Source: an optimization exercise on an open RTL-to-GDS flow (aim: small area and a short achievable clock period). Production flows keep margins and buffers that such runs may drop.
RTL that was checked went through simulation tests only; none was proved equivalent to the original.
The RTL of run 1 was laid out without a check of its function.
In every run shown here, the design's own scripts or RTL, not TritonCTS, make the clock network.
No driver is modelled on the clock port, so clock power and skew are understated where the tree is cut down; a real chip needs a root buffer or a tree.
Power figures rest on the tool's default switching activity, not on a simulated workload.

[flow/design.v]
module pulse_gen(
    input           rst_n,
    input  [7:0]    trig_level,
    input           ad_clk,
    input  [7:0]    ad_data,
    output          ad_pulse,
    output          rise         
);
parameter THR_DATA = 3;
reg          pulse;
reg          pulse_delay;    
reg          ad_pulse_d;     
assign ad_pulse = pulse & pulse_delay;
assign rise     = ad_pulse & ~ad_pulse_d;
wire [8:0] bw; wire [7:0] dd; assign bw[0]=1'b0; genvar i; generate for(i=0;i<8;i=i+1) begin: g assign dd[i] = ad_data[i]^trig_level[i]^bw[i]; assign bw[i+1] = (~ad_data[i] & trig_level[i]) | (~ad_data[i] & bw[i]) | (trig_level[i] & bw[i]); end endgenerate wire go_low = bw[8] & ~(&dd[7:2] & |dd[1:0]);
wire go_high = ~bw[8] & |dd[7:2];
always @ (posedge ad_clk or negedge rst_n)begin
    if(!rst_n)
        pulse <= 1'b0;
    else if(go_low)
        pulse <= 1'b0;
    else if(go_high)
        pulse <= 1'b1;
end
always @ (posedge ad_clk) begin
    pulse_delay <= pulse;
    ad_pulse_d  <= ad_pulse;
end
endmodule
module cymometer
   #(parameter    CLK_FS = 26'd50_000_000)
    (
        input                 clk_fs ,
        input                 rst_n  ,
        input                 fx_en  ,      
        output   reg [19:0]   data_fx
);
localparam   MAX       = 30;
localparam   GATE_TIME = 2000;
localparam   PERIODS   = GATE_TIME + 21;            
localparam   EOFS      = 2048 - PERIODS;             
localparam [63:0] DIVIDEND = CLK_FS * 64'd2000;      
localparam   IOFS      = 64 - 37;                    
reg  [10:0]    ecnt;
wire [11:0]    ecnt_inc = ecnt + fx_en;
wire           start    = fx_en & (ecnt == EOFS + 10);           
wire           stop     = fx_en & (ecnt == EOFS + GATE_TIME + 10);  
always @(posedge clk_fs or negedge rst_n) begin
    if(!rst_n)
        ecnt <= EOFS[10:0];
    else
        ecnt <= ecnt_inc[10:0] | (ecnt_inc[11] ? EOFS[10:0] : 11'd0);
end
reg  [5:0]     icnt;
wire           busy = |icnt;
always @(posedge clk_fs or negedge rst_n) begin
    if(!rst_n)
        icnt <= 6'd0;
    else
        icnt <= (icnt + busy) | (stop ? IOFS[5:0] : 6'd0);
end
genvar i;
reg  [MAX-1:0] fs_cnt;
wire [MAX:0]   fc;
assign fc[0] = ~busy;
generate
    for (i = 0; i < MAX; i = i + 1) begin : g_inc
        assign fc[i+1] = fc[i] & fs_cnt[i];
    end
endgenerate
always @(posedge clk_fs) begin
    if(start)
        fs_cnt <= {MAX{1'b0}};
    else
        fs_cnt <= fs_cnt ^ fc[MAX-1:0];
end
reg  [MAX-1:0] rem_n;
wire           dbit = DIVIDEND[~icnt];
wire [MAX:0]   a_n  = {rem_n, ~dbit};        
wire [MAX:0]   bw;                           
wire [MAX-1:0] s_n;                          
assign bw[0] = 1'b0;
generate
    for (i = 0; i < MAX; i = i + 1) begin : g_sub
        assign s_n[i]   = a_n[i] ^ fs_cnt[i] ^ bw[i];
        assign bw[i+1]  = (a_n[i] & fs_cnt[i]) | (a_n[i] & bw[i]) | (fs_cnt[i] & bw[i]);
    end
endgenerate
wire           qbit = ~(a_n[MAX] & bw[MAX]);   
always @(posedge clk_fs) begin
    if(busy & qbit)
        rem_n <= s_n;
    else
        rem_n <= a_n[MAX-1:0];
end
always @(posedge clk_fs or negedge rst_n) begin
    if(!rst_n)
        data_fx <= 20'd0;
    else if(busy)
        data_fx <= {data_fx[18:0], qbit};
end
endmodule
module vpp_measure(
    input               rst_n,
    input               ad_clk,
    input      [7:0]    ad_data,
    input               rise,        
    output     [7:0]    ad_vpp,
    output reg [7:0]    ad_max,
    output reg [7:0]    ad_min
);
reg         vpp_flag;
reg         vpp_flag_d;
reg [7:0]   ad_data_max;
reg [7:0]   ad_data_min;
wire        vpp_flag_pos = (~vpp_flag_d) & vpp_flag;
wire        vpp_flag_neg = vpp_flag_d & (~vpp_flag);
always @(posedge ad_clk or negedge rst_n) begin
    if(!rst_n) begin
        vpp_flag   <= 1'b0;
        vpp_flag_d <= 1'b0;
    end
    else begin
        vpp_flag   <= vpp_flag ^ rise;
        vpp_flag_d <= vpp_flag;
    end
end
wire [8:0] cg, cl;
assign cg[0] = 1'b0;
assign cl[0] = 1'b0;
genvar i;
generate
    for (i = 0; i < 8; i = i + 1) begin : g_cmp
        assign cg[i+1] = (ad_data[i] & ~ad_data_max[i]) | (ad_data[i] & cg[i]) | (~ad_data_max[i] & cg[i]);
        assign cl[i+1] = (~ad_data[i] & ad_data_min[i]) | (~ad_data[i] & cl[i]) | (ad_data_min[i] & cl[i]);
    end
endgenerate
always @(posedge ad_clk) begin
    if(vpp_flag_pos || cg[8])
        ad_data_max <= ad_data;
    if(vpp_flag_pos || cl[8])
        ad_data_min <= ad_data;
end
always @(posedge ad_clk or negedge rst_n) begin
    if(!rst_n) begin
        ad_max <= 8'd0;
        ad_min <= 8'd0;
    end
    else if(vpp_flag_neg) begin
        ad_max <= ad_data_max;
        ad_min <= ad_data_min;
    end
end
wire [8:0] vb;
assign vb[0] = 1'b0;
generate
    for (i = 0; i < 8; i = i + 1) begin : g_sub
        assign ad_vpp[i] = ad_max[i] ^ ad_min[i] ^ vb[i];
        assign vb[i+1]   = (~ad_max[i] & ad_min[i]) | (~ad_max[i] & vb[i]) | (ad_min[i] & vb[i]);
    end
endgenerate
endmodule
module param_measure(
    input               clk ,
    input               rst_n  ,
    input      [7:0]    trig_level,
    input      [7:0]    ad_data,
    output              ad_pulse,
    output     [19:0]   ad_freq,
    output     [7:0]    ad_vpp,
    output     [7:0]    ad_max,
    output     [7:0]    ad_min
);
parameter CLK_FS = 26'd50_000_000;
wire rise;
pulse_gen u_pulse_gen(
    .rst_n          (rst_n),
    .trig_level     (trig_level),
    .ad_clk         (clk),
    .ad_data        (ad_data),
    .ad_pulse       (ad_pulse),
    .rise           (rise)
    );
cymometer #(
    .CLK_FS         (CLK_FS)
) u_cymometer(
    .clk_fs         (clk),
    .rst_n          (rst_n),
    .fx_en          (rise),
    .data_fx        (ad_freq)
    );
vpp_measure u_vpp_measure(
    .rst_n          (rst_n),
    .ad_clk         (clk),
    .ad_data        (ad_data),
    .rise           (rise),
    .ad_vpp         (ad_vpp),
    .ad_max         (ad_max),
    .ad_min         (ad_min)
    );
endmodule
[flow/flow/run.sh]
#!/bin/bash
# Own layout flow: the standard synthesis and layout, with
#  - every port buffered with buf_1 instead of the default (larger, slower) cell,
#  - the cells that ABC sized up swapped back to their smallest variant after floorplan
#    (repair_design then sizes up only where slew or load need it),
#  - a two-level clock tree (clocktree.tcl) in place of TritonCTS's H-tree.
# Each tool's full output goes to a log of its own in this folder (and ORFS's own logs
# under orfs/logs).
set -euo pipefail
W=$PWD
bash standard.sh synth > "$W/log_synth.txt" 2>&1
CLK_LEAVES=$(cat flow/clk_leaves) CLK_LEAF_CELL=$(cat flow/clk_leaf_cell) \
CLK_ROOT_CELL=sky130_fd_sc_hd__clkbuf_8 CLK_NET=clk \
bash standard.sh \
  "BUFFER_PORTS_ARGS=-buffer_cell sky130_fd_sc_hd__buf_1" \
  "POST_FLOORPLAN_TCL=$W/flow/downsize.tcl" \
  "PRE_CTS_TCL=$W/flow/clocktree.tcl" \
  finish > "$W/log_layout.txt" 2>&1
[flow/flow/clk_leaf_cell]
sky130_fd_sc_hd__clkbuf_8
[flow/flow/clk_leaves]
9
[flow/flow/clocktree.tcl]
# PRE_CTS hook: replaces clock_tree_synthesis with a small two-level clock tree.
# The flip-flops are split into CLK_LEAVES groups by placement (k-means); each group is
# driven by one leaf clock buffer at its centre, and the leaf buffers by one root
# buffer fed from the clock port. All flip-flops see the same two buffer stages.
proc clock_tree_synthesis {args} {
  set block [ord::get_db_block]
  set db [ord::get_db]
  set nleaf $::env(CLK_LEAVES)
  set leafm [$db findMaster $::env(CLK_LEAF_CELL)]
  set rootm [$db findMaster $::env(CLK_ROOT_CELL)]
  set clk [$block findNet $::env(CLK_NET)]
  set sinks {}
  foreach it [$clk getITerms] { lappend sinks $it }
  set n [llength $sinks]
  set xs {}; set ys {}
  foreach it $sinks {
    set b [[$it getInst] getBBox]
    lappend xs [expr {([$b xMin] + [$b xMax]) / 2.0}]
    lappend ys [expr {([$b yMin] + [$b yMax]) / 2.0}]
  }
  # k-means, seeded by sorting along x then y
  set order [lsort -real -indices $xs]
  set cx {}; set cy {}
  for {set k 0} {$k < $nleaf} {incr k} {
    set i [lindex $order [expr {int(($k + 0.5) * $n / $nleaf)}]]
    lappend cx [lindex $xs $i]; lappend cy [lindex $ys $i]
  }
  set asg [lrepeat $n 0]
  for {set iter 0} {$iter < 50} {incr iter} {
    for {set i 0} {$i < $n} {incr i} {
      set best 0; set bd 1e30
      for {set k 0} {$k < $nleaf} {incr k} {
        set d [expr {abs([lindex $xs $i] - [lindex $cx $k]) + abs([lindex $ys $i] - [lindex $cy $k])}]
        if {$d < $bd} { set bd $d; set best $k }
      }
      lset asg $i $best
    }
    for {set k 0} {$k < $nleaf} {incr k} {
      set sx 0; set sy 0; set c 0
      for {set i 0} {$i < $n} {incr i} {
        if {[lindex $asg $i] == $k} { set sx [expr {$sx + [lindex $xs $i]}]; set sy [expr {$sy + [lindex $ys $i]}]; incr c }
      }
      if {$c > 0} { lset cx $k [expr {$sx / $c}]; lset cy $k [expr {$sy / $c}] }
    }
  }
  # root buffer at the centre of the leaves
  set rx 0; set ry 0
  for {set k 0} {$k < $nleaf} {incr k} { set rx [expr {$rx + [lindex $cx $k]}]; set ry [expr {$ry + [lindex $cy $k]}] }
  set rx [expr {int($rx / $nleaf)}]; set ry [expr {int($ry / $nleaf)}]
  set root [odb::dbInst_create $block $rootm clkbuf_root]
  set rootnet [odb::dbNet_create $block clknet_root]
  $rootnet setSigType CLOCK
  [$root findITerm A] connect $clk
  [$root findITerm X] connect $rootnet
  $root setLocation $rx $ry
  $root setPlacementStatus PLACED
  for {set k 0} {$k < $nleaf} {incr k} {
    set leaf [odb::dbInst_create $block $leafm clkbuf_leaf_$k]
    set net [odb::dbNet_create $block clknet_leaf_$k]
    $net setSigType CLOCK
    [$leaf findITerm A] connect $rootnet
    [$leaf findITerm X] connect $net
    $leaf setLocation [expr {int([lindex $cx $k])}] [expr {int([lindex $cy $k])}]
    $leaf setPlacementStatus PLACED
    set c 0
    for {set i 0} {$i < $n} {incr i} {
      if {[lindex $asg $i] == $k} {
        set it [lindex $sinks $i]
        $it disconnect
        $it connect $net
        incr c
      }
    }
    puts "clocktree: leaf $k drives $c flip-flops"
  }
  set_propagated_clock [all_clocks]
  puts "clocktree: $n sinks, $nleaf leaf buffers"
}
[flow/flow/downsize.tcl]
# Swap every cell for the smallest cell of the same function (same name up to the
# drive-strength suffix), ABC having sized cells for a much faster clock than the
# design needs. repair_design later restores drive where slew or load need it.
set db [ord::get_db]
set ::dont_use {}
if {[info exists ::env(DONT_USE_CELLS)]} { set ::dont_use $::env(DONT_USE_CELLS) }
proc is_dont_use {name} {
  foreach pat $::dont_use { if {[string match $pat $name]} { return 1 } }
  return 0
}
array set best {}
foreach lib [$db getLibs] {
  foreach m [$lib getMasters] {
    set n [$m getName]
    if {![regexp {^(sky130_fd_sc_hd__[a-z0-9]+)_([0-9]+)$} $n -> base drive]} { continue }
    if {[is_dont_use $n]} { continue }
    set area [expr {[$m getWidth] * [$m getHeight]}]
    if {![info exists best($base)]} { set best($base) [list $m $area $drive]; continue }
    lassign $best($base) bm ba bd
    if {$area < $ba || ($area == $ba && $drive > $bd)} { set best($base) [list $m $area $drive] }
  }
}
set swapped 0
foreach inst [[ord::get_db_block] getInsts] {
  set m [$inst getMaster]
  set n [$m getName]
  if {![regexp {^(sky130_fd_sc_hd__[a-z0-9]+)_([0-9]+)$} $n -> base drive]} { continue }
  if {![info exists best($base)]} { continue }
  set bm [lindex $best($base) 0]
  if {$bm ne $m && [$bm getName] ne $n} {
    if {[$inst swapMaster $bm]} { incr swapped }
  }
}
puts "downsize: swapped $swapped cells to their smallest variant"
[flow/standard.sh]
#!/bin/bash
# synth_recipe.tcl (not shown) runs the flow's synth.tcl, then flattens the netlist and writes it again
# the make line also repeats each setting of config.mk as NAME=value (left out here)
make -C /OpenROAD-flow-scripts/flow DESIGN_CONFIG=/design/flow/config.mk WORK_HOME=/design/flow/orfs CLKGATE_MAP_FILE= SYNTH_SCRIPT=/design/flow/synth_recipe.tcl "${@:-finish}"
[flow/config.mk]
export PLATFORM = sky130hd
export DESIGN_NAME = param_measure
export DESIGN_NICKNAME = param_measure
export VERILOG_FILES = /design/flow/design.v
export SDC_FILE = /design/flow/constraint.sdc
export NUM_CORES = 4
export LEC_CHECK = 0
export CAP_MARGIN = 20
export CORE_MARGIN = 2
export CORE_UTILIZATION = 65
export SLEW_MARGIN = 20
[flow/constraint.sdc]
create_clock -name core_clock -period 250.0 [get_ports {clk}]
set_input_delay 50.0000 -clock core_clock [delete_from_list [all_inputs] [get_ports {clk}]]
set_output_delay 50.0000 -clock core_clock [all_outputs]
set_load 0.01 [all_outputs]
==> results.txt, run 1 <==
Power Density -> 8.02 nW/um^2
Register clock-pin slew on the reported worst setup and hold paths -> 0.09 ns
Min cycle time layout -> 53.71 ns
Routed length per placed instance -> 14.5 um
Port Buf Inserts -> 62
Seq/Total Area, Yosys -> 49.6%
CP endpoint kind -> output port
Post-route cell area -> 6760 sq um
DP HPWL -> 7.19 mm
Fillers -> 692
Multi-input logic area -> 2910 sq um
Slew at the pin closest to its max-slew limit -> 0.965 ns
Synth Net Count -> 570
R2r startpoint -> u_cymometer.icnt[0]
Fmax achieved -> 0.0186 GHz
Warning count from the yosys run -> 3
Fin Clk Skew -> 0.0209 ns
# DRC -> 0
Overall Global Routing Usage -> 19.3%
M1 GR Usage -> 26.3%
Global-route wire length before repair -> 16.6 mm
Synth Area in XOR/XNOR -> 2.22%
Critical path's largest stage delay -> 0.43 ns
Critical path fanouts, max -> 3
Outcome -> timing/DRC/antenna clean
Async SR Flop Fraction -> 41.8%
Rel. slew slack -> 35.6%
Critical path's top delay family -> adder cells
Layout cell share with drive strength beyond 1 -> 22.7%
Skew-Pair Late Insertion Delay -> 0.39 ns
Final Max Tran Viols -> 0
Post-synth EDFFs -> 16
Antenna viol nets, final -> 0
Met2 usage -> 34.7%
Gp weighted congestion -> 0.828
Placed Instance Area -> 6610 sq um
Post-CTS resize count -> 0
Vias -> 3,528
Cells after Synth -> 471
Post-CTS Hold Fix Bufs -> 0
P_leak -> 3.04 nW
Mux share of post-synthesis cell area -> 10.2%
Final setup viols -> 0
Commonest non-fill, non-tap cell in the layout -> dfxtp_1
Crit path from -> u_vpp_measure.ad_max[0]
Core ar. -> 9330 sq um
Maxcap violations -> 0
# diodes -> 0
Worst Path Required -> 200.00 ns
Final period utilization -> 21.5%
Critical path type -> register to output port
Largest net degree at the start of global routing -> 57
Die Span X -> 103 um
DR iter-0 viols -> 79
Main flop type after synthesis -> dfxtp_1
Vias in the first global route -> 3,594
Grt total ovfl -> 0
CP cell instances -> inv_2 -> ha_1 -> fa_1 -> fa_1 -> fa_1 -> fa_1 -> fa_1 -> fa_1 -> xnor2_1 -> buf_1
Post-synthesis compound-gate area fraction -> 3.23%
WP buf/inv -> 2
Die footprint -> 10,500 sq um
Area grow syn2layout -> 7.12%
Post-synthesis adder-cell area fraction -> 21.7%
Crit-path slowest cell -> fa_1
Commonest non-fill, non-tap cells in the layout -> 62 x dfxtp_1, 61 x buf_1, 57 x mux2_2, 52 x dfrtp_1, 42 x fa_1
Simple-Gate Fraction of Synth Area -> 9.26%
Setup TNS -> 0 ns
Mapped Area -> 6310 sq um
Count of cell types in the netlist -> 50
Initial core utilization -> 67.6%
Endpoints failing hold -> 0
Detail-routed via count per cell -> 5.32
Drt pass-1 iters -> 4
Setup bufs post-CTS -> 0
Io pins -> 63
CP startpoint kind -> register
Worst Path Arrival -> 3.70 ns
Post-Syn Area per Cell -> 13.4 sq um
Row cnt -> 35
Hold path start -> u_pulse_gen.pulse
Antenna violations before repair -> 0
Detailed Route WL -> 9.60 mm
Peak supply drop -> 0.00872 mV
Worst hold-check path type -> register to register
Cell mode on critical path -> fa_1
Register area -> 3130 sq um
Main combinational cell family by area after synthesis -> adder cells
Fin nets -> 635
RSZ-0062 raised after global routing -> false
Synth Register Bits -> 134
GR Layer Usage met3 -> 2.03%
Global route hottest layer -> met2
Die Ht -> 103 um
WHS -> 0.431 ns
-- stage by stage --
stage	cells	utilization [%]	total power, mW	worst slack (ns)
after floorplan	471	-	0.0382	196.84
after global placement	652	70.9	0.0445	196.73
after detailed placement	652	70.9	0.0451	196.59
after CTS	662	72.3	0.0549	196.26
after global routing	663	72.5	0.0577	196.16
final	663	72.5	0.0542	196.30
-- routing by layer --
layer / up-vias / part of all wire, %
li1: 1711 / -
met1: 1746 / 45
met2: 59 / 50
met3: 12 / 3.8
met4: 0 / 1.3
met5: - / 0
-- flip-flops by register name, summed over array words and instances (netlist names) --
name / flops
u_cymometer.data_fx: 20
u_cymometer.ecnt: 11
u_cymometer.fs_cnt: 30
u_cymometer.icnt: 6
u_cymometer.rem_n: 30
u_pulse_gen.ad_pulse_d: 1
u_pulse_gen.pulse: 1
u_pulse_gen.pulse_delay: 1
u_vpp_measure.ad_data_max: 8
u_vpp_measure.ad_data_min: 8
u_vpp_measure.ad_max: 8
u_vpp_measure.ad_min: 8
u_vpp_measure.vpp_flag: 1
u_vpp_measure.vpp_flag_d: 1
-- path summary, 6_finish.rpt --
kind                                            to  slack [ns]  cells past startpoint
setup / recovery                         ad_vpp[7]      196.30                     10
hold / removal             u_pulse_gen.pulse_delay        0.43                      0
setup reg to reg             u_cymometer.rem_n[27]      234.05                     37
hold reg to reg            u_pulse_gen.pulse_delay        0.43                      0
max in group asynchronous  u_vpp_measure.ad_max[4]      199.79                      2
min in group asynchronous      u_cymometer.icnt[5]       49.74                      2
-- kinds of logic after synthesis --
| kind of cell | count (synthesis) |
|---|---|
| flops | 134 |
| xor+xnor | 16 |
| compound gates | 31 |
| simple gates | 94 |
| fa+ha+maj | 85 |
| buf+inv | 54 |
| mux | 57 |
-- synthesized netlist by cell type, types with 7 or more instances --
cell,n,share of area [%]
dfxtp_1,62,20
dfrtp_1,52,21
fa_1,42,13
inv_1,41,2.4
ha_1,39,7.7
and2_1,32,3.2
mux2_1,29,5.2
mux2_2,28,5.0
edfxtp_1,16,7.6
nand2_1,15,0.89
o21ai_0,9,0.71
xnor2_1,8,1.1
xor2_1,8,1.1
nand2b_1,7,0.69
nand3_1,7,0.56
-- area by class of cell --
| class | instances | area share (%) |
|---|---|---|
| Tap cell | 129 | 2.39 |
| Multi-Input combinational cell | 283 | 43.1 |
| Inverter | 41 | 2.28 |
| Buffer | 10 | 2.04 |
| Timing Repair Buffer | 66 | 3.96 |
| Sequential cell | 134 | 46.3 |
-- where the power goes --
group          leakage, nW  total, mW  switching, mW  internal (mW)
combinational         1.58     0.0159        0.00940        0.00655
clock               0.0719    0.00980        0.00619        0.00361
sequential            1.39     0.0284        0.00263         0.0258
==> run 2: changes to the inputs <==
--- a/flow/design.v
+++ b/flow/design.v
@@ -12,8 +12,18 @@
 reg          ad_pulse_d;     
 assign ad_pulse = pulse & pulse_delay;
 assign rise     = ad_pulse & ~ad_pulse_d;
-wire [8:0] bw; wire [7:0] dd; assign bw[0]=1'b0; genvar i; generate for(i=0;i<8;i=i+1) begin: g assign dd[i] = ad_data[i]^trig_level[i]^bw[i]; assign bw[i+1] = (~ad_data[i] & trig_level[i]) | (~ad_data[i] & bw[i]) | (trig_level[i] & bw[i]); end endgenerate wire go_low = bw[8] & ~(&dd[7:2] & |dd[1:0]);
-wire go_high = ~bw[8] & |dd[7:2];
+wire [8:0] dc;
+wire [7:0] dd;
+assign dc[0] = 1'b1;
+genvar i;
+generate
+    for (i = 0; i < 8; i = i + 1) begin : g_sub
+        assign dd[i]   = ad_data[i] ^ ~trig_level[i] ^ dc[i];
+        assign dc[i+1] = (ad_data[i] & ~trig_level[i]) | (ad_data[i] & dc[i]) | (~trig_level[i] & dc[i]);
+    end
+endgenerate
+wire go_high = dc[8] & |dd[7:2];
+wire go_low  = ~dc[8] & ~(&dd[7:2] & |dd[1:0]);
 always @ (posedge ad_clk or negedge rst_n)begin
     if(!rst_n)
         pulse <= 1'b0;
@@ -151,12 +161,12 @@
         ad_min <= ad_data_min;
     end
 end
-wire [8:0] vb;
-assign vb[0] = 1'b0;
+wire [8:0] vc;
+assign vc[0] = 1'b1;
 generate
     for (i = 0; i < 8; i = i + 1) begin : g_sub
-        assign ad_vpp[i] = ad_max[i] ^ ad_min[i] ^ vb[i];
-        assign vb[i+1]   = (~ad_max[i] & ad_min[i]) | (~ad_max[i] & vb[i]) | (ad_min[i] & vb[i]);
+        assign ad_vpp[i] = ad_max[i] ^ ~ad_min[i] ^ vc[i];
+        assign vc[i+1]   = (ad_max[i] & ~ad_min[i]) | (ad_max[i] & vc[i]) | (~ad_min[i] & vc[i]);
     end
 endgenerate
 endmodule
==> flow/flow/clk_leaves (replaced) <==
8
==> run 2 against run 1 <==
Global-route usage down 0.43 points. Combinational power increased by 6%. Area after synthesis grew 0.16%. Die area increased by 0.16%. Setup slack got worse by 0.22 ns. Sequential share of layout area about the same. Cell count decreased by 0.15%. Synthesized cell count did not move. Maximum frequency down 0.42%. Via count rose by 0.11%. Largest power group unchanged.
==> results.txt, run 2 <==
Synth Net Count -> 570 (unchanged)
Fin nets -> 634 (-0.16%)
Worst Path Required -> 200.00 ns (about the same)
Overall Global Routing Usage -> 18.9% (-0.43 points)
CP cell instances -> inv_2 -> ha_1 -> fa_1 -> fa_1 -> fa_1 -> fa_1 -> fa_1 -> fa_1 -> xnor2_1 -> xnor2_1 -> buf_1
# DRC -> 0 (unchanged)
Row cnt -> 35 (unchanged)
Layout cell share with drive strength beyond 1 -> 22.7% (+0.043 points)
Crit-path slowest cell -> fa_1
Setup TNS -> 0 ns (unchanged)
Register clock-pin slew on the reported worst setup and hold paths -> 0.11 ns (+0.02 ns)
Critical path's largest stage delay -> 0.41 ns (-0.02 ns)
Endpoints failing hold -> 0 (unchanged)
Post-synthesis compound-gate area fraction -> 3.29% (+0.054 points)
Clock power share -> 16.8% (-1.3 points)
Post-CTS Hold Fix Bufs -> 0 (unchanged)
Skew-Pair Late Insertion Delay -> 0.40 ns (about the same)
Fin Clk Skew -> 0.0293 ns (+0.00836 ns)
Combinational fraction of design power -> 30.6% (+1.2 points)
Cell-internal power -> 0.0362 mW (+0.72%)
Antenna violations before repair -> 0 (unchanged)
Count of cell types in the netlist -> 50 (unchanged)
Gp weighted congestion -> 0.813 (-1.8%)
WP buf/inv -> 2 (unchanged)
Seq/Total Area, Yosys -> 49.5% (-0.079 points)
Synth Area in XOR/XNOR -> 2.22% (-0.0035 points)
Sequential Power Share -> 52.6% (about the same)
Vias -> 3,532 (+0.11%)
Min cycle time layout -> 53.93 ns (+0.225 ns)
Critical path type -> register to output port
Grt total ovfl -> 0 (unchanged)
Cell mode on critical path -> fa_1
Rel. slew slack -> 27.1% (-8.6 points)
CP startpoint kind -> register
Die Span X -> 103 um (about the same)
Commonest non-fill, non-tap cell in the layout -> dfxtp_1
Die footprint -> 10,500 sq um (+0.16%)
Io pins -> 63 (unchanged)
Maxcap violations -> 0 (unchanged)
Worst Path Arrival -> 3.93 ns (+0.23 ns)
Worst hold-check path type -> register to register
Top cells by count, synth -> 62 x dfxtp_1, 52 x dfrtp_1, 47 x mux2_2, 42 x fa_1, 40 x inv_1
Power Density -> 8.16 nW/um^2 (+1.8%)
# diodes -> 0 (unchanged)
RSZ-0062 raised after global routing -> false
Main flop type after synthesis -> dfxtp_1
DP HPWL -> 7.03 mm (-2.2%)
Peak supply drop -> 0.00657 mV (-25%)
Largest net degree at the start of global routing -> 57 (unchanged)
Count leader, synth -> dfxtp_1
Main combinational cell family by area after synthesis -> adder cells
Final Max Tran Viols -> 0 (unchanged)
Vias in the first global route -> 3,536 (-1.6%)
Final period utilization -> 21.6% (+0.090 points)
Sw Ratio -> 34.3% (+0.68 points)
Critical path fanouts, max -> 3 (unchanged)
Drt pass-1 iters -> 4 (unchanged)
Commonest non-fill, non-tap cells in the layout -> 62 x dfxtp_1, 61 x buf_1, 57 x mux2_2, 52 x dfrtp_1, 42 x fa_1
Top-area cell type share of the netlist area -> 20.6% (-0.033 points)
Setup bufs post-CTS -> 0 (unchanged)
Final setup viols -> 0 (unchanged)
Warning count from the yosys run -> 3 (unchanged)
Simple-Gate Fraction of Synth Area -> 8.67% (-0.59 points)
Port Buf Inserts -> 62 (unchanged)
Initial core utilization -> 67.8% (+0.11 points)
Top cells by area, synth -> dfrtp_1 21%, dfxtp_1 20%, fa_1 13%
Power Total -> 0.0551 mW (+1.8%)
Fmax achieved -> 0.0185 GHz (-0.42%)
Post-CTS resize count -> 0 (unchanged)
Post-synthesis adder-cell area fraction -> 21.7% (-0.034 points)
Antenna viol nets, final -> 0 (unchanged)
Async SR Flop Fraction -> 41.8% (unchanged)
Largest regs -> u_cymometer.fs_cnt: 30 flops, u_cymometer.rem_n: 30 flops, u_cymometer.data_fx: 20 flops
Core ar. -> 9330 sq um (unchanged)
Area grow syn2layout -> 6.89%
DR iter-0 viols -> 81 (+2.5%)
CP endpoint kind -> output port
Critical path's top delay family -> adder cells
Yosys top cell by area -> dfrtp_1
Fillers -> 696 (+0.58%)
Global-route wire length before repair -> 16.2 mm (-2.2%)
P_leak -> 2.99 nW (-1.5%)
Outcome -> timing/DRC/antenna clean
Synth Register Bits -> 134 (unchanged)
Mapped Area -> 6320 sq um (+0.16%)
Routed length per placed instance -> 14.3 um (-1.2%)
Detail-routed via count per cell -> 5.34 (+0.26%)
Die Ht -> 103 um (about the same)
Cells after Synth -> 471 (unchanged)
Detailed Route WL -> 9.47 mm (-1.4%)
Switch Pwr -> 0.0189 mW (+3.8%)
Slew at the pin closest to its max-slew limit -> 1.09 ns (+0.128 ns)
Mux share of post-synthesis cell area -> 11.3% (+1.1 points)
Post-Syn Area per Cell -> 13.4 sq um (+0.16%)
Post-synth EDFFs -> 16 (unchanged)
[run 2: cell types whose count changed in the layout (fill, tap and decap cells not counted), moves of 2 or more]
| cell | delta |
|---|---|
| a21oi_1 | -2 |
| a221oi_1 | +2 |
| a222oi_1 | +2 |
| and3_1 | -2 |
| nand2_1 | +6 |
| nand3_1 | -2 |
| nand4_1 | +2 |
| nor2_1 | +2 |
| nor3_1 | -3 |
| nor3b_1 | -2 |
| nor4_1 | +2 |
| o211ai_1 | +2 |
| o22ai_1 | -6 |
[run 2: area by class of cell]
| class | count | area [sq um] | share of cell area, % |
|---|---|---|---|
| Buffer | 9 | 124 | 1.83 |
| Timing Repair Buffer | 65 | 256 | 3.80 |
| Inverter | 40 | 150 | 2.22 |
| Multi-Input combinational cell | 285 | 2940 | 43.5 |
| Sequential cell | 134 | 3130 | 46.3 |
| Tap cell | 129 | 161 | 2.39 |
[run 2: worst reg2reg max path, delay by kind of cell, from the launching register on]
kind / cells / cell delay (ns)
AOI/OAI and AO/OA: 3 / 0.41
adders and majority gates: 31 / 14.01
buffers and inverters: 1 / 0.37
DFF: 1 / 0.44
muxes: 2 / 0.61
[run 2: power by group through the flow]
| stage | sequential, mW | combinational, mW | clock [mW] |
|---|---|---|---|
| 4_1_cts | 0.0290 | 0.0170 | 0.00965 |
| 2_1_floorplan | 0.0291 | 0.00997 | 0 |
| 6_report | 0.0290 | 0.0169 | 0.00924 |
| 3_5_place_dp | 0.0295 | 0.0169 | 0 |
| 5_1_grt | 0.0295 | 0.0189 | 0.0103 |
| 3_3_place_gp | 0.0293 | 0.0164 | 0 |
[run 2: final timing paths]
kind | start | endpoint | slack, ns | cells past startpoint
worst max-delay path | u_vpp_measure.ad_max[0] | ad_vpp[7] | 196.07 | 11
worst min-delay path | u_pulse_gen.pulse | u_pulse_gen.pulse_delay | 0.46 | 0
worst max register to register | u_cymometer.icnt[0] | u_cymometer.rem_n[15] | 234.09 | 37
worst min register to register | u_pulse_gen.pulse | u_pulse_gen.pulse_delay | 0.46 | 0
max in group asynchronous | rst_n | u_cymometer.icnt[4] | 199.81 | 2
min in group asynchronous | rst_n | u_vpp_measure.ad_max[0] | 49.74 | 2
[run 2: routing by layer]
metal,part of all wire (%),GRT usage (%)
met1,47,27.1
met2,48,32.4
met3,4.1,2.10
met4,1.1,2.15
met5,0,0
[run 2: through the flow]
stage,worst slack [ns],std cells,instance area (sq um),hold slack (ns),util [%]
floorplan,196.72,471,6320,0.381,-
global route,195.91,662,6760,0.474,72.4
global placement,196.58,653,6630,0.439,71.0
CTS,196.04,662,6750,0.470,72.4
detailed placement,196.49,653,6630,0.442,71.0
finish,196.07,662,6760,0.463,72.4
[run 2: cells by family after synthesis]
group	after synthesis
xor+xnor	16
mux	59
fa+ha+maj	85
flops	134
compound gates	30
buf+inv	52
simple gates	95
==> run 3: changes to the inputs <==
--- a/flow/design.v
+++ b/flow/design.v
@@ -121,6 +121,7 @@
 );
 reg         vpp_flag;
 reg         vpp_flag_d;
+reg         vpp_b4;                  
 reg [7:0]   ad_data_max;
 reg [7:0]   ad_data_min;
 wire        vpp_flag_pos = (~vpp_flag_d) & vpp_flag;
@@ -155,18 +156,26 @@
     if(!rst_n) begin
         ad_max <= 8'd0;
         ad_min <= 8'd0;
+        vpp_b4 <= 1'b0;
     end
     else if(vpp_flag_neg) begin
         ad_max <= ad_data_max;
         ad_min <= ad_data_min;
-    end
-end
-wire [8:0] vc;
+        vpp_b4 <= rb[4];
+    end
+end
+wire [4:0] rb;                   
+assign rb[0] = 1'b0;
+wire [8:0] vc;                   
 assign vc[0] = 1'b1;
 generate
+    for (i = 0; i < 4; i = i + 1) begin : g_rb
+        assign rb[i+1] = (~ad_data_max[i] & ad_data_min[i]) | (~ad_data_max[i] & rb[i]) | (ad_data_min[i] & rb[i]);
+    end
     for (i = 0; i < 8; i = i + 1) begin : g_sub
-        assign ad_vpp[i] = ad_max[i] ^ ~ad_min[i] ^ vc[i];
-        assign vc[i+1]   = (ad_max[i] & ~ad_min[i]) | (ad_max[i] & vc[i]) | (~ad_min[i] & vc[i]);
+        wire c = (i == 4) ? ~vpp_b4 : vc[i];
+        assign ad_vpp[i] = ad_max[i] ^ ~ad_min[i] ^ c;
+        assign vc[i+1]   = (ad_max[i] & ~ad_min[i]) | (ad_max[i] & c) | (~ad_min[i] & c);
     end
 endgenerate
 endmodule
==> flow/flow/clk_leaves (replaced) <==
10
==> run 3 against run 2 <==
Clock power increased by about 10%. Critical path type is now primary input to register. Combinational power hardly changed. First-iteration DRC count up 46%. Cell count increased by 4.7%. Hold slack worse by 0.023 ns. Cell area grew 1.6%. Register-to-register slack improved by 0.04 ns. Critical path depth is 4 higher. Total power grew 2.2%.
==> results.txt, run 3 <==
Antenna violations before repair -> 0 (unchanged)
Port Buf Inserts -> 62 (unchanged)
Non-filler instance count after layout -> 693 (+4.7%)
Top cells by area, synth -> dfrtp_1 21%, dfxtp_1 19%, fa_1 13%
Detail-routed via count per cell -> 5.28 (-0.98%)
Io pins -> 63 (unchanged)
Final period utilization -> 21.2% (-0.36 points)
Post-CTS Hold Fix Bufs -> 0 (unchanged)
Simple-Gate Fraction of Synth Area -> 9.97% (+1.3 points)
Top-area cell type share of the netlist area -> 20.8% (+0.17 points)
P_leak -> 3.06 nW (+2.2%)
Overall Global Routing Usage -> 19.3% (+0.45 points)
DP HPWL -> 7.35 mm (+4.5%)
Post-Syn Area per Cell -> 12.9 sq um (-3.8%)
Post-synthesis adder-cell area fraction -> 21.3% (-0.39 points)
Crit path from -> ad_data[0]
Gp weighted congestion -> 0.820 (+0.76%)
Fin nets -> 660 (+4.1%)
Mapped Area -> 6390 sq um (+1.1%)
Post-synth EDFFs -> 16 (unchanged)
Commonest non-fill, non-tap cells in the layout -> 62 x dfxtp_1, 61 x buf_1, 53 x dfrtp_1, 49 x mux2_2, 41 x fa_1
Vias in the first global route -> 3,634 (+2.8%)
DR iter-0 viols -> 118 (+46%)
Area grow syn2layout -> 7.50%
Critical path type -> primary input to register
Sequential Power Share -> 52.2% (-0.4 points)
Commonest non-fill, non-tap cell in the layout -> dfxtp_1
Inst Count DP -> 682 (+4.4%)
Count of cell types in the netlist -> 50 (unchanged)
Seq/Total Area, Yosys -> 49.4% (-0.13 points)
Sw Ratio -> 34.8% (+0.54 points)
Worst Path Required -> 250.32 ns (+50.32 ns)
Mux share of post-synthesis cell area -> 9.74% (-1.5 points)
Final Max Tran Viols -> 0 (unchanged)
Reg2reg setup slack -> 234.13 ns (+0.04 ns)
Slew at the pin closest to its max-slew limit -> 0.901 ns (-0.192 ns)
Rel. slew slack -> 39.7% (+13 points)
Critical path's top delay family -> adder cells
Synth Area in XOR/XNOR -> 2.47% (+0.25 points)
Grt total ovfl -> 0 (unchanged)
R2R cell count -> 37 (unchanged)
Fmax achieved -> 0.0189 GHz (+1.7%)
Skew-Pair Late Insertion Delay -> 0.41 ns (about the same)
Worst setup margin -> 196.98 ns (+0.905 ns)
Hold path start -> u_pulse_gen.pulse
Post-synthesis compound-gate area fraction -> 3.88% (+0.59 points)
Register clock-pin slew on the reported worst setup and hold paths -> 0.08 ns (-0.03 ns)
Count leader, synth -> dfxtp_1
# diodes -> 0 (unchanged)
Hold Crit Endpoint -> u_pulse_gen.pulse_delay
R2r startpoint -> u_cymometer.icnt[0]
Main combinational cell family by area after synthesis -> adder cells
Yosys top cell by area -> dfrtp_1
Core ar. -> 9640 sq um (+3.3%)
Maxcap violations -> 0 (unchanged)
Vias -> 3,661 (+3.7%)
Largest regs -> u_cymometer.fs_cnt: 30 flops, u_cymometer.rem_n: 30 flops, u_cymometer.data_fx: 20 flops
Final setup viols -> 0 (unchanged)
Placed Instance Area -> 6720 sq um (+1.3%)
Crit-path slowest cell -> fa_1
Peak supply drop -> 0.00579 mV (-12%)
Drt pass-1 iters -> 4 (unchanged)
Row cnt -> 36 (+2.9%)
Post-place setup slack -> 196.57 ns (+0.0840 ns)
Reg-to-reg endpoint -> u_cymometer.rem_n[10]
Critical path's largest stage delay -> 0.52 ns (+0.11 ns)
Cell mode on critical path -> fa_1
Setup bufs post-CTS -> 0 (unchanged)
Initial core utilization -> 66.3% (-1.5 points)
CP startpoint kind -> primary input
Clock power share -> 18.2% (+1.4 points)
Cell-internal power -> 0.0367 mW (+1.3%)
Main flop type after synthesis -> dfxtp_1
Combinational fraction of design power -> 29.7% (-0.9 points)
Hold depth -> 0 (unchanged)
WP buf/inv -> 3 (+1)
Warning count from the yosys run -> 3 (unchanged)
Critical path fanouts, max -> 6 (+3)
Async SR Flop Fraction -> 42.2% (+0.43 points)
Setup TNS -> 0 ns (unchanged)
Min cycle time layout -> 53.03 ns (-0.905 ns)
Cells after Synth -> 495 (+5.1%)
Endpoints failing hold -> 0 (unchanged)
CP endpoint kind -> register
WHS -> 0.441 ns (-0.0226 ns)
Fin Clk Skew -> 0.0411 ns (+0.0118 ns)
Die Span X -> 103 um (+0.51%)
Worst hold-check path type -> register to register
Post-route cell area -> 6870 sq um (+1.6%)
Top cells by count, synth -> 62 x dfxtp_1, 53 x dfrtp_1, 41 x fa_1
Global-route wire length before repair -> 16.7 mm (+3.1%)
Post-CTS resize count -> 0 (unchanged)
Synth Net Count -> 593 (+4.0%)
Routed length per placed instance -> 14.3 um (about the same)
Detailed Route WL -> 9.92 mm (+4.7%)
RSZ-0062 raised after global routing -> false
Util after Layout -> 71.2% (-1.2 points)
Outcome -> timing/DRC/antenna clean
Power Density -> 8.20 nW/um^2 (+0.52%)
Largest net degree at the start of global routing -> 58 (+1.8%)
Antenna viol nets, final -> 0 (unchanged)
Fillers -> 743 (+6.8%)
Layout cell share with drive strength beyond 1 -> 20.0% (-2.7 points)
Worst Path Arrival -> 53.34 ns (+49.41 ns)
Power Total -> 0.0563 mW (+2.2%)
# DRC -> 0 (unchanged)
Synth Register Bits -> 135 (+0.75%)
Die Ht -> 103 um (+0.51%)
CP cell instances -> buf_1 -> inv_2 -> ha_1 -> fa_1 -> fa_1 -> inv_2 -> fa_1 -> fa_1 -> fa_1 -> fa_1 -> fa_1 -> nand4b_1 -> a21oi_1 -> a41oi_1 -> a21oi_1
Die footprint -> 10,600 sq um (+1.0%)
Switch Pwr -> 0.0196 mW (+3.8%)
run 3: cell types whose count changed after synthesis, moves of 2 or more:
cell,before,now
nor2b_1,6,9
or2_2,3,0
nand2b_1,8,10
inv_1,40,38
o22ai_1,0,2
nand2_1,21,39
mux2_2,47,39
a222oi_1,2,0
o21ai_0,10,16
run 3: power by group through the flow:
stage          registers, mW  logic, mW  clock network, mW
5_1_grt               0.0299     0.0187             0.0114
3_5_place_dp          0.0298     0.0168                  0
2_1_floorplan         0.0294    0.00996                  0
3_3_place_gp          0.0296     0.0162                  0
6_report              0.0294     0.0167             0.0102
4_1_cts               0.0293     0.0169             0.0106
run 3: logic make-up after synthesis:
kind of cell             count (synthesis)
buffers and inverters                   51
AO/OA/AOI/OAI                           38
multiplexers                            51
AND/OR/NAND/NOR                        117
XOR/XNOR                                18
adder cells (fa/ha/maj)                 85
flip-flops                             135
run 3: final cells by class:
| class | count | area [sq um] | share of cell area, % |
|---|---|---|---|
| Tap cell | 133 | 166 | 2.42 |
| Inverter | 38 | 143 | 2.08 |
| Sequential cell | 135 | 3150 | 45.9 |
| Buffer | 11 | 151 | 2.20 |
| Timing Repair Buffer | 67 | 272 | 3.95 |
| Multi-Input combinational cell | 309 | 2980 | 43.4 |
run 3: layer usage:
metal | part of all wire (%) | track usage [%] | up-vias
met4 | 2.1 | 3.34 | 0
li1 | - | - | 1805
met2 | 47 | 32.9 | 61
met1 | 47 | 27.6 | 1777
met3 | 3.8 | 2.03 | 18
met5 | 0 | 0 | -
run 3: worst register-to-register path, delay by kind of cell, from the launching register on:
family	cells	cell delay, ns
fa+ha+maj	31	14.01
flops	1	0.43
mux	2	0.60
compound gates	3	0.42
buf+inv	1	0.36
run 3: how the worst max path moves through the flow:
stage,slack [ns],endpoint,cells past startpoint
4_1_cts,196.99,u_pulse_gen.pulse,15
3_5_place_dp,196.57,u_pulse_gen.pulse,15
3_3_place_gp,196.72,u_pulse_gen.pulse,15
6_report,196.98,u_pulse_gen.pulse,15
2_1_floorplan,196.96,u_pulse_gen.pulse,14
5_1_grt,196.80,u_pulse_gen.pulse,15
==> run 4: changes to the inputs <==
==> flow/flow/clk_leaves (replaced) <==
8
--- a/flow/flow/clocktree.tcl
+++ b/flow/flow/clocktree.tcl
@@ -43,6 +43,28 @@
       if {$c > 0} { lset cx $k [expr {$sx / $c}]; lset cy $k [expr {$sy / $c}] }
     }
   }
+  # final assignment with at most ceil(n/nleaf)+1 flip-flops per leaf: nearest pairs first
+  set cap [expr {($n + $nleaf - 1) / $nleaf + 1}]
+  set pairs {}
+  for {set i 0} {$i < $n} {incr i} {
+    for {set k 0} {$k < $nleaf} {incr k} {
+      lappend pairs [list [expr {abs([lindex $xs $i] - [lindex $cx $k]) + abs([lindex $ys $i] - [lindex $cy $k])}] $i $k]
+    }
+  }
+  set used [lrepeat $nleaf 0]
+  set done [lrepeat $n 0]
+  foreach p [lsort -real -index 0 $pairs] {
+    lassign $p d i k
+    if {[lindex $done $i] || [lindex $used $k] >= $cap} { continue }
+    lset asg $i $k; lset done $i 1; lset used $k [expr {[lindex $used $k] + 1}]
+  }
+  for {set k 0} {$k < $nleaf} {incr k} {
+    set sx 0; set sy 0; set c 0
+    for {set i 0} {$i < $n} {incr i} {
+      if {[lindex $asg $i] == $k} { set sx [expr {$sx + [lindex $xs $i]}]; set sy [expr {$sy + [lindex $ys $i]}]; incr c }
+    }
+    if {$c > 0} { lset cx $k [expr {$sx / $c}]; lset cy $k [expr {$sy / $c}] }
+  }
   # root buffer at the centre of the leaves
   set rx 0; set ry 0
   for {set k 0} {$k < $nleaf} {incr k} { set rx [expr {$rx + [lindex $cx $k]}]; set ry [expr {$ry + [lindex $cy $k]}] }
==> run 4 against run 3 <==
Cell count down 0.29%. Cell area down 0.40%. Sequential power about the same. Critical endpoint unchanged. Largest cell class unchanged. Highest routed layer unchanged.
==> results.txt, run 4 <==
Antenna violations before repair -> 0 (unchanged)
Register clock-pin slew on the reported worst setup and hold paths -> 0.10 ns (+0.02 ns)
Rel. slew slack -> 39.1% (-0.58 points)
Die Span X -> 103 um (unchanged)
Register area -> 3150 sq um (unchanged)
WP buf/inv -> 3 (unchanged)
Placed Instance Area -> 6720 sq um (unchanged)
Gp weighted congestion -> 0.820 (unchanged)
Post-Syn Area per Cell -> 12.9 sq um (unchanged)
Core ar. -> 9640 sq um (unchanged)
Area grow syn2layout -> 7.07%
Die Ht -> 103 um (unchanged)
Top cells by count, synth -> 62 x dfxtp_1, 53 x dfrtp_1, 41 x fa_1
Top cells by area, synth -> dfrtp_1 21%, dfxtp_1 19%, fa_1 13%
Peak supply drop -> 0.00627 mV (+8.1%)
Warning count from the yosys run -> 3 (unchanged)
Final Max Tran Viols -> 0 (unchanged)
R2R cell count -> 39 (+5.4%)
Fin nets -> 658 (-0.30%)
Skew-Pair Late Insertion Delay -> 0.39 ns (-0.02 ns)
P_leak -> 3.04 nW (-0.47%)
Multi-input logic area -> 2980 sq um (unchanged)
CP endpoint kind -> register
Setup TNS -> 0 ns (unchanged)
Post-CTS Hold Fix Bufs -> 0 (unchanged)
Worst Path Arrival -> 53.35 ns (about the same)
Hold depth -> 0 (unchanged)
Initial core utilization -> 66.3% (unchanged)
Critical path fanouts, max -> 6 (unchanged)
Routed length per placed instance -> 14.4 um (+0.83%)
DP HPWL -> 7.35 mm (unchanged)
Cells after Synth -> 495 (unchanged)
WHS -> 0.450 ns (+0.00900 ns)
Vias in the first global route -> 3,677 (+1.2%)
Largest net degree at the start of global routing -> 58 (unchanged)
CP cell instances -> buf_1 -> inv_2 -> ha_1 -> fa_1 -> fa_1 -> inv_2 -> fa_1 -> fa_1 -> fa_1 -> fa_1 -> fa_1 -> nand4b_1 -> a21oi_1 -> a41oi_1 -> a21oi_1
Fin Clk Skew -> 0.0352 ns (-0.00583 ns)
Yosys top cell by area -> dfrtp_1
Crit-path slowest cell -> fa_1
Antenna viol nets, final -> 0 (unchanged)
Post-route cell area -> 6840 sq um (-0.40%)
Layout cell share with drive strength beyond 1 -> 19.7% (-0.29 points)
# diodes -> 0 (unchanged)
Largest regs -> u_cymometer.fs_cnt: 30 flops, u_cymometer.rem_n: 30 flops, u_cymometer.data_fx: 20 flops
Outcome -> timing/DRC/antenna clean
Count leader, synth -> dfxtp_1
Worst Path Required -> 250.32 ns (about the same)
Drt pass-1 iters -> 4 (unchanged)
Critical path's largest stage delay -> 0.52 ns (about the same)
Post-synth EDFFs -> 16 (unchanged)
# DRC -> 0 (unchanged)
Grt total ovfl -> 0 (unchanged)
Count of cell types in the netlist -> 50 (unchanged)
Detail-routed via count per cell -> 5.30 (+0.34%)
Async SR Flop Fraction -> 42.2% (unchanged)
Endpoints failing hold -> 0 (unchanged)
Final period utilization -> 21.2% (about the same)
Power Density -> 8.14 nW/um^2 (-0.83%)
Critical path type -> primary input to register
Top-area cell type share of the netlist area -> 20.8% (unchanged)
Min cycle time layout -> 53.03 ns (+0.00300 ns)
Vias -> 3,663 (+0.055%)
Die footprint -> 10,600 sq um (unchanged)
DR iter-0 viols -> 113 (-4.2%)
Detailed Route WL -> 9.97 mm (+0.53%)
Commonest non-fill, non-tap cell in the layout -> dfxtp_1
Mapped Area -> 6390 sq um (unchanged)
Worst hold-check path type -> register to register
CP startpoint kind -> primary input
Stages on the worst setup path -> 15 (unchanged)
Row cnt -> 36 (unchanged)
Overall Global Routing Usage -> 19.6% (+0.32 points)
Critical path's top delay family -> adder cells
Fillers -> 740 (-0.40%)
Slew at the pin closest to its max-slew limit -> 0.910 ns (+0.00863 ns)
Fmax achieved -> 0.0189 GHz (about the same)
Main flop type after synthesis -> dfxtp_1
Maxcap violations -> 0 (unchanged)
Commonest non-fill, non-tap cells in the layout -> 62 x dfxtp_1, 61 x buf_1, 53 x dfrtp_1, 49 x mux2_2, 41 x fa_1
Synth Net Count -> 593 (unchanged)
Reg2reg setup slack -> 234.11 ns (-0.02 ns)
Synth Register Bits -> 135 (unchanged)
Io pins -> 63 (unchanged)
RSZ-0062 raised after global routing -> false
Seq/Total Area, Yosys -> 49.4% (unchanged)
Global-route wire length before repair -> 16.9 mm (+1.2%)
Post-CTS resize count -> 0 (unchanged)
Setup bufs post-CTS -> 0 (unchanged)
Final setup viols -> 0 (unchanged)
Cell mode on critical path -> fa_1
Port Buf Inserts -> 62 (unchanged)
==> run 4: cell counts after synthesis <==
No cell type changed its count.
==> run 4: cell type report <==
class | count | area share, %
plain buffers | 9 | 1.81
inverters | 38 | 2.09
multi-input cells | 309 | 43.6
flip-flops and latches | 135 | 46.1
well taps | 133 | 2.43
repair buffers | 67 | 3.97
==> run 4: kinds of logic after synthesis <==
kind of cell,count (synthesis),synth area share [%]
buffers and inverters,51,3.31
AO/OA/AOI/OAI,38,3.88
adder cells (fa/ha/maj),85,21.3
flip-flops,135,49.4
multiplexers,51,9.74
XOR/XNOR,18,2.47
AND/OR/NAND/NOR,117,9.97
==> run 4: final timing paths <==
| check | to | from |
|---|---|---|
| hold / removal | u_pulse_gen.pulse_delay | u_pulse_gen.pulse |
| setup / recovery | u_pulse_gen.pulse | ad_data[0] |
| hold reg to reg | u_pulse_gen.pulse_delay | u_pulse_gen.pulse |
| max in group asynchronous | u_cymometer.ecnt[2] | rst_n |
| setup reg to reg | u_cymometer.rem_n[6] | u_cymometer.icnt[1] |
| min in group asynchronous | u_cymometer.data_fx[13] | rst_n |
==> run 4: stage by stage <==
step | utilization, % | worst slack [ns] | instances | power (mW)
3_3_place_gp | 69.6 | 196.72 | 682 | 0.0459
4_1_cts | 71.0 | 197.00 | 691 | 0.0563
6_report | 71.0 | 196.97 | 691 | 0.0556
5_1_grt | 71.0 | 196.79 | 691 | 0.0594
2_1_floorplan | - | 196.96 | 495 | 0.0394
3_5_place_dp | 69.7 | 196.57 | 682 | 0.0466
==> run 4: power by group <==
group,switching [mW],internal (mW),leakage (nW)
sequential,0.00318,0.0262,1.41
combinational,0.0101,0.00655,1.57
clock,0.00633,0.00327,0.0647
==> run 4: layer usage <==
metal | routed length [um] | GRT usage [%] | up-vias | share of wire (%)
met5 | 0 | 0 | - | 0
met4 | 229 | 3.95 | 0 | 2.3
met3 | 314 | 1.69 | 17 | 3.1
met2 | 4850 | 33.6 | 53 | 49
met1 | 4570 | 27.9 | 1794 | 46
li1 | - | - | 1799 | -
==> run 5: changes to the inputs <==
--- a/flow/design.v
+++ b/flow/design.v
@@ -124,7 +124,6 @@
 reg         vpp_b4;                  
 reg [7:0]   ad_data_max;
 reg [7:0]   ad_data_min;
-wire        vpp_flag_pos = (~vpp_flag_d) & vpp_flag;
 wire        vpp_flag_neg = vpp_flag_d & (~vpp_flag);
 always @(posedge ad_clk or negedge rst_n) begin
     if(!rst_n) begin
@@ -147,9 +146,9 @@
     end
 endgenerate
 always @(posedge ad_clk) begin
-    if(vpp_flag_pos || cg[8])
+    if(~vpp_flag_d || cg[8])
         ad_data_max <= ad_data;
-    if(vpp_flag_pos || cl[8])
+    if(~vpp_flag_d || cl[8])
         ad_data_min <= ad_data;
 end
 always @(posedge ad_clk or negedge rst_n) begin
--- a/flow/flow/run.sh
+++ b/flow/flow/run.sh
@@ -10,7 +10,7 @@
 W=$PWD
 bash standard.sh synth > "$W/log_synth.txt" 2>&1
 CLK_LEAVES=$(cat flow/clk_leaves) CLK_LEAF_CELL=$(cat flow/clk_leaf_cell) \
-CLK_ROOT_CELL=sky130_fd_sc_hd__clkbuf_8 CLK_NET=clk \
+CLK_ROOT_CELL=sky130_fd_sc_hd__clkbuf_16 CLK_NET=clk \
 bash standard.sh \
   "BUFFER_PORTS_ARGS=-buffer_cell sky130_fd_sc_hd__buf_1" \
   "POST_FLOORPLAN_TCL=$W/flow/downsize.tcl" \
--- a/flow/config.mk
+++ b/flow/config.mk
@@ -7,5 +7,5 @@
 export LEC_CHECK = 0
 export CAP_MARGIN = 20
 export CORE_MARGIN = 2
-export CORE_UTILIZATION = 65
+export CORE_UTILIZATION = 80
 export SLEW_MARGIN = 20
==> run 5 against run 4 <==
Critical path depth unchanged. Total power down 2.3%. Hold slack got worse by 0.023 ns. Largest cell class unchanged. Clock skew fell by 0.021 ns. Maximum frequency is essentially flat. Synthesized cell count fell by 4.2%. Sequential share of layout area up 0.60 points. Wire length increased by 6.2%. Still clean. Sequential power shrank 2%. Flip-flop and latch count did not move.
==> results.txt, run 5 <==
DP HPWL -> 8.04 mm (+9.4%)
Async SR Flop Fraction -> 42.2% (unchanged)
Cells after Synth -> 474 (-4.2%)
Initial core utilization -> 83.0% (+17 points)
Min cycle time layout -> 53.07 ns (+0.0400 ns)
Slew at the pin closest to its max-slew limit -> 0.999 ns (+0.0886 ns)
WHS -> 0.426 ns (-0.0234 ns)
Worst Path Arrival -> 53.34 ns (about the same)
Yosys top cell by area -> dfrtp_1
Reg2reg setup slack -> 233.73 ns (-0.38 ns)
Synth Net Count -> 572 (-3.5%)
Power Total -> 0.0544 mW (-2.3%)
P_leak -> 3.00 nW (-1.5%)
Synth Register Bits -> 135 (unchanged)
# DRC -> 0 (unchanged)
Skew-Pair Late Insertion Delay -> 0.34 ns (-0.05 ns)
Post-CTS Hold Fix Bufs -> 0 (unchanged)
Final period utilization -> 21.2% (about the same)
Post-synth EDFFs -> 16 (unchanged)
Post-CTS resize count -> 0 (unchanged)
Setup bufs post-CTS -> 0 (unchanged)
Fin nets -> 633 (-3.8%)
CP startpoint kind -> primary input
Core ar. -> 7810 sq um (-19%)
Power Density -> 8.05 nW/um^2 (-1.1%)
R2r startpoint -> u_cymometer.icnt[0]
Mapped Area -> 6480 sq um (+1.4%)
Reg-to-reg endpoint -> u_cymometer.rem_n[24]
Die Span X -> 94 um (-8.9%)
Warning count from the yosys run -> 3 (unchanged)
Row cnt -> 32 (-11%)
Vias in the first global route -> 3,934 (+7.0%)
Gp weighted congestion -> 0.830 (+1.3%)
Post-Syn Area per Cell -> 13.7 sq um (+5.9%)
CP endpoint kind -> register
Port Buf Inserts -> 62 (unchanged)
Hold Crit Endpoint -> u_vpp_measure.vpp_flag_d
Largest regs -> u_cymometer.fs_cnt: 30 flops, u_cymometer.rem_n: 30 flops, u_cymometer.data_fx: 20 flops
Io pins -> 63 (unchanged)
Antenna viol nets, final -> 0 (unchanged)
Inst Count DP -> 626 (-8.2%)
Endpoints failing hold -> 0 (unchanged)
Top cells by count, synth -> 62 x dfxtp_1, 53 x dfrtp_1, 41 x fa_1, 39 x ha_1, 38 x inv_1
# diodes -> 0 (unchanged)
Final setup viols -> 0 (unchanged)
Final Max Tran Viols -> 0 (unchanged)
Maxcap violations -> 0 (unchanged)
Commonest non-fill, non-tap cells in the layout -> 62 x dfxtp_1, 61 x buf_1, 59 x mux2_2, 53 x dfrtp_1, 41 x fa_1
Top-area cell type share of the netlist area -> 20.5% (-0.30 points)
Top cells by area, synth -> dfrtp_1 20%, dfxtp_1 19%, fa_1 13%
Global-route wire length before repair -> 18.2 mm (+7.4%)
Rel. slew slack -> 33.4% (-5.7 points)
Fillers -> 407 (-45%)
Routed length per placed instance -> 16.7 um (+16%)
Worst Path Required -> 250.27 ns (-0.05 ns)
Hold path start -> u_vpp_measure.vpp_flag
Grt total ovfl -> 0 (unchanged)
Non-filler instance count after layout -> 635 (-8.1%)
Hold depth -> 0 (unchanged)
Outcome -> timing/DRC/antenna clean
Main flop type after synthesis -> dfxtp_1
Register clock-pin slew on the reported worst setup and hold paths -> 0.10 ns (about the same)
Layout cell share with drive strength beyond 1 -> 21.8% (+2.1 points)
Count leader, synth -> dfxtp_1
Seq/Total Area, Yosys -> 48.7% (-0.71 points)
Detailed Route WL -> 10.6 mm (+6.2%)
Die footprint -> 8840 sq um (-17%)
Count of cell types in the netlist -> 49 (-2.0%)
RSZ-0062 raised after global routing -> false
Die Ht -> 94 um (-8.9%)
R2R cell count -> 38 (-2.6%)
Largest net degree at the start of global routing -> 58 (unchanged)
Area grow syn2layout -> 4.19%
Detail-routed via count per cell -> 5.69 (+7.4%)
Worst hold-check path type -> register to register
Setup TNS -> 0 ns (unchanged)
Critical path fanouts, max -> 5 (-1)
Fmax achieved -> 0.0188 GHz (about the same)
Critical path type -> primary input to register
DR iter-0 viols -> 125 (+11%)
Antenna violations before repair -> 0 (unchanged)
Peak supply drop -> 0.00894 mV (+43%)
Fin Clk Skew -> 0.0145 ns (-0.0207 ns)
Vias -> 3,614 (-1.3%)
Commonest non-fill, non-tap cell in the layout -> dfxtp_1
Overall Global Routing Usage -> 25.8% (+6.2 points)
Drt pass-1 iters -> 4 (unchanged)
[run 5: cell types whose count changed in the layout (fill, tap and decap cells not counted), moves of 3 or more]
cell	change
a221oi_1	-3
buf_4	-3
mux2_2	+10
o21ai_1	-7
nand2_1	-22
nor2b_1	-6
[run 5: layer usage]
metal / up-vias / track usage (%) / wire length [um]
li1: 1721 / - / -
met1: 1805 / 32.6 / 4280
met2: 72 / 48.6 / 5750
met3: 16 / 2.73 / 376
met4: 0 / 4.47 / 189
met5: - / 0 / 0
[run 5: worst max path at each step]
stage | start | endpoint | cells past startpoint
finish | ad_data[0] | u_pulse_gen.pulse | 15
global route | ad_data[0] | u_pulse_gen.pulse | 15
CTS | ad_data[0] | u_pulse_gen.pulse | 15
detailed placement | ad_data[0] | u_pulse_gen.pulse | 15
global placement | ad_data[0] | u_pulse_gen.pulse | 15
floorplan | ad_data[0] | u_pulse_gen.pulse | 14
[run 5: layout make-up]
class	count	area [sq um]	area share, %
multi-input cells	287	2940	43.6
flip-flops and latches	135	3150	46.7
repair buffers	64	249	3.69
well taps	102	128	1.89
plain buffers	9	135	2.00
inverters	38	143	2.11
[run 5: cell families after synthesis]
family	share of synthesized area [%]
flops	48.7
simple gates	8.07
fa+ha+maj	21.0
mux	12.3
buf+inv	4.02
compound gates	3.57
xor+xnor	2.43
[run 5: worst max-delay path, cell delays in order]
cell,delay (ns)
buf_1,0.12
inv_2,0.06
ha_1,0.15
fa_1,0.18
fa_1,0.18
inv_2,0.04
fa_1,0.37
fa_1,0.40
fa_1,0.39
fa_1,0.39
fa_1,0.53
nand4b_1,0.11
a21oi_1,0.15
a41oi_1,0.14
a21oi_1,0.12
[run 5: power breakdown]
group	leakage (nW)	internal (mW)	total [mW]	switching (mW)
registers	1.40	0.0259	0.0289	0.00307
clock network	0.0698	0.00364	0.00966	0.00602
logic	1.52	0.00667	0.0158	0.00910
total	3.00	0.0362	0.0544	0.0182
[run 5: per-stage QoR]
step / utilization [%] / area [sq um] / worst slack, ns
2_1_floorplan: - / 6480 / 196.96
3_3_place_gp: 84.7 / 6620 / 196.74
3_5_place_dp: 84.7 / 6620 / 196.59
4_1_cts: 86.5 / 6750 / 196.97
5_1_grt: 86.5 / 6750 / 196.73
6_report: 86.5 / 6750 / 196.93
==> run 6: changes to the inputs <==
--- a/flow/config.mk
+++ b/flow/config.mk
@@ -7,5 +7,5 @@
 export LEC_CHECK = 0
 export CAP_MARGIN = 20
 export CORE_MARGIN = 2
-export CORE_UTILIZATION = 80
+export CORE_UTILIZATION = 65
 export SLEW_MARGIN = 20
==> run 6 against run 5 <==
Still clean. Sequential power about the same. Largest power group unchanged. Critical endpoint unchanged. Cell count up 4.9%. Highest routed layer unchanged. Global-route usage decreased by 7.7 points. Critical path type unchanged.
==> results.txt, run 6 <==
Port Buf Inserts -> 62 (unchanged)
Sequential Power Share -> 52.5% (-0.7 points)
Layout cell share with drive strength beyond 1 -> 21.8% (unchanged)
Die footprint -> 10,800 sq um (+22%)
Detailed Route WL -> 9.70 mm (-8.4%)
Worst hold-check path type -> register to register
Largest regs -> u_cymometer.fs_cnt: 30 flops, u_cymometer.rem_n: 30 flops, u_cymometer.data_fx: 20 flops
Top cells by area, synth -> dfrtp_1 20%, dfxtp_1 19%, fa_1 13%
Endpoints failing hold -> 0 (unchanged)
Post-place setup slack -> 196.61 ns (+0.0170 ns)
Multi-input logic area -> 2940 sq um (unchanged)
DP HPWL -> 7.13 mm (-11%)
Core ar. -> 9730 sq um (+25%)
Routed length per placed instance -> 14.6 um (-13%)
Post-CTS Hold Fix Bufs -> 0 (unchanged)
# DRC -> 0 (unchanged)
Fillers -> 758 (+86%)
Antenna violations before repair -> 0 (unchanged)
DR iter-0 viols -> 91 (-27%)
Skew-Pair Late Insertion Delay -> 0.35 ns (about the same)
# diodes -> 0 (unchanged)
Rel. slew slack -> 34.1% (+0.65 points)
Critical path type -> primary input to register
Post-CTS resize count -> 0 (unchanged)
Final period utilization -> 21.2% (about the same)
Commonest non-fill, non-tap cells in the layout -> 62 x dfxtp_1, 61 x buf_1, 59 x mux2_2, 53 x dfrtp_1, 41 x fa_1
Area grow syn2layout -> 4.79%
Clock power share -> 18.5% (+0.7 points)
Vias in the first global route -> 3,510 (-11%)
Peak supply drop -> 0.00576 mV (-36%)
CP startpoint kind -> primary input
Fin nets -> 633 (unchanged)
Commonest non-fill, non-tap cell in the layout -> dfxtp_1
Cells after Synth -> 474 (unchanged)
Final setup viols -> 0 (unchanged)
GR Layer Usage met3 -> 1.51% (-1.2 points)
Min cycle time layout -> 53.03 ns (-0.0350 ns)
Die Span X -> 104 um (+10%)
Mapped Area -> 6480 sq um (unchanged)
Warning count from the yosys run -> 3 (unchanged)
Global route hottest layer -> met2
Count leader, synth -> dfxtp_1
Yosys top cell by area -> dfrtp_1
Io pins -> 63 (unchanged)
Vias -> 3,519 (-2.6%)
Combinational fraction of design power -> 29.0% (about the same)
Worst Path Required -> 250.27 ns (about the same)
Worst Path Arrival -> 53.31 ns (-0.03 ns)
Post-synth EDFFs -> 16 (unchanged)
Gp weighted congestion -> 0.760 (-8.4%)
Seq/Total Area, Yosys -> 48.7% (unchanged)
Slew at the pin closest to its max-slew limit -> 0.989 ns (-0.00979 ns)
CP endpoint kind -> register
Post-Syn Area per Cell -> 13.7 sq um (unchanged)
Non-filler instance count after layout -> 666 (+4.9%)
Top-area cell type share of the netlist area -> 20.5% (unchanged)
Overall Global Routing Usage -> 18.1% (-7.7 points)
Fin Clk Skew -> 0.0150 ns (+0.000513 ns)
Critical path fanouts, max -> 5 (unchanged)
Synth Net Count -> 572 (unchanged)
Die Ht -> 104 um (+10%)
Global-route wire length before repair -> 16.5 mm (-9.4%)
Grt total ovfl -> 0 (unchanged)
Sw Ratio -> 33.8% (+0.34 points)
Register clock-pin slew on the reported worst setup and hold paths -> 0.10 ns (about the same)
Register area -> 3150 sq um (unchanged)
Row cnt -> 36 (+13%)
Detail-routed via count per cell -> 5.28 (-7.2%)
M1 GR Usage -> 25.0% (-7.6 points)
P_leak -> 3.00 nW (unchanged)
Largest net degree at the start of global routing -> 58 (unchanged)
Power Density -> 8.07 nW/um^2 (+0.30%)
Setup TNS -> 0 ns (unchanged)
Met2 usage -> 32.2% (-16 points)
Maxcap violations -> 0 (unchanged)
Initial core utilization -> 66.6% (-16 points)
Inst Count DP -> 657 (+5.0%)
Worst setup margin -> 196.97 ns (+0.0350 ns)
Drt pass-1 iters -> 4 (unchanged)
Final Max Tran Viols -> 0 (unchanged)
Synth Register Bits -> 135 (unchanged)
Count of cell types in the netlist -> 49 (unchanged)
Main flop type after synthesis -> dfxtp_1
Top cells by count, synth -> 62 x dfxtp_1, 53 x dfrtp_1, 41 x fa_1, 39 x ha_1, 38 x inv_1
Async SR Flop Fraction -> 42.2% (unchanged)
Switch Pwr -> 0.0185 mW (+1.9%)
RSZ-0062 raised after global routing -> false
Antenna viol nets, final -> 0 (unchanged)
Setup bufs post-CTS -> 0 (unchanged)
Cell-internal power -> 0.0363 mW (+0.35%)
Fmax achieved -> 0.0189 GHz (about the same)
Outcome -> timing/DRC/antenna clean
## run 6: worst paths after layout
check	startpoint	end	slack, ns	depth (start not counted)
setup / recovery	ad_data[0]	u_pulse_gen.pulse	196.97	15
hold / removal	u_vpp_measure.vpp_flag	u_vpp_measure.vpp_flag_d	0.43	0
setup reg to reg	u_cymometer.icnt[0]	u_cymometer.rem_n[10]	233.91	38
hold reg to reg	u_vpp_measure.vpp_flag	u_vpp_measure.vpp_flag_d	0.43	0
max in group asynchronous	rst_n	u_pulse_gen.pulse	199.75	2
min in group asynchronous	rst_n	u_cymometer.data_fx[8]	49.77	2
## run 6: power groups by stage
| stage | Clock [mW] | Sequential [mW] | Combinational [mW] |
|---|---|---|---|
| 6_report | 0.0101 | 0.0288 | 0.0159 |
| 5_1_grt | 0.0112 | 0.0292 | 0.0176 |
| 4_1_cts | 0.0106 | 0.0288 | 0.0163 |
| 3_5_place_dp | 0 | 0.0292 | 0.0162 |
| 3_3_place_gp | 0 | 0.0290 | 0.0153 |
| 2_1_floorplan | 0 | 0.0290 | 0.00952 |
## run 6: logic make-up (layout without fill, tap and decap cells)
logic type	count (synthesis)	count (layout)	synth area share, %
AOI/OAI and AO/OA	33	33	3.57
xor gates and xnor gates	18	18	2.43
DFF	135	135	48.7
muxes	60	60	12.3
adders and majority gates	85	85	21.0
buffers and inverters	52	111	4.02
and+or+nand+nor	91	91	8.07
## run 6: final cells by class
cell class	count	area share, %
Sequential cell	135	46.4
Buffer	9	1.99
Inverter	38	2.10
Multi-Input combinational cell	287	43.4
Timing Repair Buffer	64	3.67
Tap cell	133	2.45
## run 6: layer usage
metal	wire length (um)	vias up	part of all wire (%)
li1	-	1730	-
met1	4390	1715	45
met2	4800	59	50
met3	318	15	3.3
met4	189	0	1.9
met5	0	-	0
## run 6: through the flow
step                      total power, mW  cell area (sq um)  utilization (%)  hold WS [ns]
after global routing               0.0580               6790             69.8         0.451
after global placement             0.0444               6660             68.4         0.399
after detailed placement           0.0454               6660             68.4         0.415
final                              0.0548               6790             69.8         0.430
after CTS                          0.0556               6790             69.8         0.439
after floorplan                    0.0385               6480                -         0.384
## run 6: critical path: stages
cell	delay, ns
buf_1	0.12
inv_2	0.06
ha_1	0.15
fa_1	0.18
fa_1	0.18
inv_2	0.04
fa_1	0.37
fa_1	0.40
fa_1	0.40
fa_1	0.40
fa_1	0.52
nand4b_1	0.10
a21oi_1	0.14
a41oi_1	0.13
a21oi_1	0.12

-- static timing again, ports no longer ideal --
How much do the figures lean on ideal ports? The routed layouts below were timed once more, with nothing changed but the port constraints.
Step 1, drivers: a clkbuf_16 drives clk and a buf_2 each remaining input, both assumed.
Step 2, shift: input delay + t, output delay - t, t = (earliest + latest rising clock arrival at the registers) / 2. This alone moves slack from input paths to output paths.
Three values: ideal ports, drivers, drivers and shift; two values: the first two.
| run | t (ns) | setup WS [ns] |
|---|---|---|
| run 1 | 0.411 | 196.295 / 196.266 / 196.565 |
| run 2 | 0.413 | 196.070 / 196.037 / 196.451 |
| run 3 | 0.421 | 196.975 / 196.984 / 196.563 |
| run 4 | 0.412 | 196.972 / 196.981 / 196.568 |
| run 5 | 0.372 | 196.932 / 196.945 / 196.572 |
| run 6 | 0.382 | 196.967 / 196.984 / 196.602 |
After both steps every run listed still meets setup and hold.
